Source: an optimization exercise on an open RTL-to-GDS flow (aim: small area). Production flows keep margins and buffers that such runs may drop.
Where RTL was checked, it was by simulation tests only, not by an equivalence proof against the original.
Power and IR drop assume default switching activity.

==> flow/design.v <==
module ALU (
input             clk               ,   
input             rst_n             ,   
input             dcd_req           ,   
input      [3:0]  dcd_opcode        ,   
input      [11:0] dcd_mem_addr      ,   
input      [2:0]  dcd_src_reg_1_addr,   
input      [2:0]  dcd_src_reg_2_addr,   
input      [2:0]  dcd_dst_reg_addr  ,   
input      [15:0] dcd_const         ,   
output reg        dcd_ack           ,   
input      [31:0] data_mem_rd_data  ,   
output reg        data_mem_cen      ,   
output            data_mem_rw       ,   
output     [11:0] data_mem_addr     ,   
output     [31:0] data_mem_rw_data  ,   
input      [15:0] reg_0_rd_data     ,   
input             reg_0_ack         ,   
output reg        reg_0_req         ,   
output            reg_0_rw          ,   
output reg [2:0]  reg_0_addr        ,   
input      [15:0] reg_1_rd_data     ,   
input             reg_1_ack         ,   
output reg        reg_1_req         ,   
output reg        reg_1_rw          ,   
output     [2:0]  reg_1_addr        ,   
output reg [15:0] reg_1_wr_data     ,   
output reg        pc_jump_req       ,   
output     [11:0] pc_jump_addr          
);
wire [3:0] op = dcd_opcode;
wire op_alu = op[2];                               
reg  dcd_req_delay;                                
reg  cen_delay;                                    
wire alu_start = dcd_req & ~dcd_req_delay;         
assign data_mem_addr    = dcd_mem_addr;
assign pc_jump_addr     = dcd_mem_addr;
assign data_mem_rw      = ~op[1];
assign data_mem_rw_data = {16'h0000, reg_1_wr_data};    
assign reg_0_rw         = 1'b1;
assign reg_1_addr       = reg_1_rw ? dcd_src_reg_2_addr : dcd_dst_reg_addr;
wire eq = (dcd_const == reg_0_rd_data);
wire        sub = op[0] & ~op[1];
wire [15:0] a   = reg_0_rd_data;
wire [15:0] b   = reg_1_rd_data ^ {16{sub}};
wire [15:0] p = a ^ b;
wire [15:0] g = a & b;
wire [16:0] c;
assign c[0] = sub;
genvar i;
generate for (i = 0; i < 8; i = i + 1) begin : g_rip
  assign c[i+1] = g[i] | (p[i] & c[i]);
end endgenerate
generate for (i = 8; i < 16; i = i + 2) begin : g_la
  assign c[i+1] = g[i] | (p[i] & c[i]);
  assign c[i+2] = g[i+1] | (p[i+1] & g[i]) | (p[i+1] & p[i] & c[i]);
end endgenerate
wire [15:0] s = p ^ c[15:0];
wire [15:0] logic_res = (a & reg_1_rd_data) | ({16{op[0]}} & (a | reg_1_rd_data));    
wire [15:0] alu_res   = op[1] ? logic_res : s;
always @(posedge clk or negedge rst_n)
if (~rst_n) begin
  dcd_req_delay <= 1'b0;
  cen_delay     <= 1'b0;
  data_mem_cen  <= 1'b0;
  reg_0_req     <= 1'b0;
  reg_1_req     <= 1'b0;
  reg_1_rw      <= 1'b0;
  pc_jump_req   <= 1'b0;
  dcd_ack       <= 1'b0;
end else begin
  dcd_req_delay <= dcd_req;
  cen_delay     <= data_mem_cen;
  data_mem_cen  <= (alu_start & ~op[3] & ~op[2] & ~(op[1] ^ op[0]))
                 | (reg_0_ack & ~op[2] & op[1] & ~op[0]);
  reg_0_req     <= ~reg_0_ack & (reg_0_req | (alu_start & (op[2] | (op[1] & ~op[0]) | (op[3] & op[0]))));
  reg_1_req     <= reg_1_ack ? reg_1_rw
                 : (reg_1_req | (alu_start & (op[2] | (~op[3] & ~op[1] & op[0]))) | (cen_delay & ~op[1]));
  reg_1_rw      <= alu_start ? op_alu : (reg_1_rw & ~reg_1_ack);
  pc_jump_req   <= (alu_start & op[3] & ~op[0]) | (reg_0_ack & op[3] & op[0] & eq);
  dcd_ack       <= (~reg_1_rw & reg_1_ack) | (op[1] & data_mem_cen)
                 | (alu_start & op[3] & ~op[0]) | (reg_0_ack & op[3] & op[0]);
end
always @(posedge clk)
  reg_0_addr <= dcd_src_reg_1_addr;
wire sel_alu  = reg_1_rw;
wire sel_hold = op[2] & ~reg_1_rw;
wire sel_c    = ~op[2] & op[0];
wire sel_m    = ~op[2] & ~op[1] & ~op[0];
wire sel_r    = ~op[2] & op[1] & ~op[0];
always @(posedge clk)
  reg_1_wr_data <= ({16{sel_alu}}  & alu_res)
                 | ({16{sel_hold}} & reg_1_wr_data)
                 | ({16{sel_c}}    & dcd_const)
                 | ({16{sel_m}}    & data_mem_rd_data[15:0])
                 | ({16{sel_r}}    & reg_0_rd_data);
endmodule  
Settings: LEC_CHECK=0, CAP_MARGIN=20, CORE_MARGIN=2, CORE_UTILIZATION=40, SLEW_MARGIN=20; clock period 5.0 ns.
standard.sh (not shown) runs the stock make flow with config.mk's settings and CLKGATE_MAP_FILE= SYNTH_SCRIPT=/design/flow/synth_recipe.tcl, a recipe that flattens the netlist after the stock synthesis.
==> flow/flow/run.sh <==
#!/bin/bash
# Standard ORFS layout with two changes: the smallest buffer (buf_1) for the
# port buffers, and an area-oriented ABC mapping script for synthesis.
set -euo pipefail
cp -r "$FLOW_HOME/scripts" ./orfs_scripts
cp flow/abc.script ./orfs_scripts/abc_speed.script
export SCRIPTS_DIR="$PWD/orfs_scripts"
export BUFFER_PORTS_ARGS="-buffer_cell sky130_fd_sc_hd__buf_1"
bash standard.sh > standard_flow.log 2>&1
==> flow/flow/abc.script <==
&get -n
&st
&dch
&nf
&st
&syn2
&if -g -K 6
&synch2
&nf
&st
&dch -f
&nf -R 1000
&st
&dch -f
&nf -R 1000
&put
The baseline produced a layout that fails on negative setup slack.
Then changed:
--- a/flow/design.v
+++ b/flow/design.v
@@ -28,36 +28,47 @@
 output reg        pc_jump_req       ,   
 output     [11:0] pc_jump_addr          
 );
 wire [3:0] op = dcd_opcode;
 wire op_alu = op[2];                               
+reg  sub_q;                                        
 reg  dcd_req_delay;                                
 reg  cen_delay;                                    
 wire alu_start = dcd_req & ~dcd_req_delay;         
 assign data_mem_addr    = dcd_mem_addr;
 assign pc_jump_addr     = dcd_mem_addr;
 assign data_mem_rw      = ~op[1];
 assign data_mem_rw_data = {16'h0000, reg_1_wr_data};    
 assign reg_0_rw         = 1'b1;
 assign reg_1_addr       = reg_1_rw ? dcd_src_reg_2_addr : dcd_dst_reg_addr;
 wire eq = (dcd_const == reg_0_rd_data);
-wire        sub = op[0] & ~op[1];
+wire        sub = sub_q;                          
 wire [15:0] a   = reg_0_rd_data;
 wire [15:0] b   = reg_1_rd_data ^ {16{sub}};
-wire [15:0] p = a ^ b;
-wire [15:0] g = a & b;
-wire [16:0] c;
-assign c[0] = sub;
+wire [16:0] c;           
+wire [15:0] s0;          
+wire [15:0] s;
 genvar i;
-generate for (i = 0; i < 8; i = i + 1) begin : g_rip
-  assign c[i+1] = g[i] | (p[i] & c[i]);
+generate for (i = 0; i < 16; i = i + 1) begin : g_add
+  wire ci = (i == 0) ? sub : (i == 7) ? 1'b0 : c[i];
+  assign s0[i]  = a[i] ^ b[i] ^ ci;
+  assign c[i+1] = (a[i] & b[i]) | (a[i] & ci) | (b[i] & ci);
 end endgenerate
-generate for (i = 8; i < 16; i = i + 2) begin : g_la
-  assign c[i+1] = g[i] | (p[i] & c[i]);
-  assign c[i+2] = g[i+1] | (p[i+1] & g[i]) | (p[i+1] & p[i] & c[i]);
-end endgenerate
-wire [15:0] s = p ^ c[15:0];
+assign s[6:0] = s0[6:0];
+wire k7 = c[7];
+wire [9:0] t1;       
+assign t1[0] = 1'b1;
+assign t1[1] = t1[0] & s0[7];
+assign t1[2] = t1[1] & s0[8];
+assign t1[3] = t1[2] & s0[9];
+assign t1[4] = t1[3] & s0[10];
+assign t1[5] = t1[4] & s0[11];
+assign t1[6] = t1[5] & s0[12];
+assign t1[7] = t1[6] & s0[13];
+assign t1[8] = t1[7] & s0[14];
+assign t1[9] = t1[8] & s0[15];
+assign s[15:7] = s0[15:7] ^ ({9{k7}} & t1[8:0]);
 wire [15:0] logic_res = (a & reg_1_rd_data) | ({16{op[0]}} & (a | reg_1_rd_data));    
 wire [15:0] alu_res   = op[1] ? logic_res : s;
 always @(posedge clk or negedge rst_n)
 if (~rst_n) begin
   dcd_req_delay <= 1'b0;
@@ -79,12 +90,14 @@
   reg_1_rw      <= alu_start ? op_alu : (reg_1_rw & ~reg_1_ack);
   pc_jump_req   <= (alu_start & op[3] & ~op[0]) | (reg_0_ack & op[3] & op[0] & eq);
   dcd_ack       <= (~reg_1_rw & reg_1_ack) | (op[1] & data_mem_cen)
                  | (alu_start & op[3] & ~op[0]) | (reg_0_ack & op[3] & op[0]);
 end
-always @(posedge clk)
+always @(posedge clk) begin
   reg_0_addr <= dcd_src_reg_1_addr;
+  sub_q      <= op[2] & ~op[1] & op[0];
+end
 wire sel_alu  = reg_1_rw;
 wire sel_hold = op[2] & ~reg_1_rw;
 wire sel_c    = ~op[2] & op[0];
 wire sel_m    = ~op[2] & ~op[1] & ~op[0];
 wire sel_r    = ~op[2] & op[1] & ~op[0];
This time the run finished with timing, DRC and antenna clean.
Synthesized cell count goes down by 3.3%.
Routed wire length fell by 1.7%.
Setup slack gets better by 1.2 ns.
Total power drops by 2.6%.
Global-route usage falls by 0.50 points.
First-iteration DRC count drops by 4.5%.
Combinational power falls by 11%.
Maximum frequency is higher by 26%.
Register-to-register slack gets worse by 2.3 ns.
Design area drops by 7.4%.
Via count went down by 5.5%.
Only the layout flow was run in the first run of this note; the RTL was not checked for function there.

-- separate check: timing with driven ports --
How much do the figures lean on ideal ports? The routed layouts below were timed once more, with nothing changed but the port constraints.
Step 1: set_driving_cell puts a clkbuf_16 on clk and a buf_2 on each other input, an assumption about the parent block.
Step 2 also shifts input and output timing later by t, the mid clock arrival at the registers, as if the neighbouring blocks saw the same clock.
a / b / c = ideal / step 1 / step 2; a / b = the first two.
| run | shift t [ns] | slack for setup (ns) | worst register clock-pin slew, ns | worst slew at a driven data input, ns |
|---|---|---|---|---|
| the first run | 0.308 | -0.843 / -0.870 / -1.178 | 0.11 / 0.11 | 0.11 |
| the second run | 0.300 | 0.371 / 0.377 / 0.077 | 0.10 / 0.10 | 0.12 |
For the first run, which loses most, drivers alone change the setup slack by -0.027 ns; drivers and shift together by -0.335 ns.
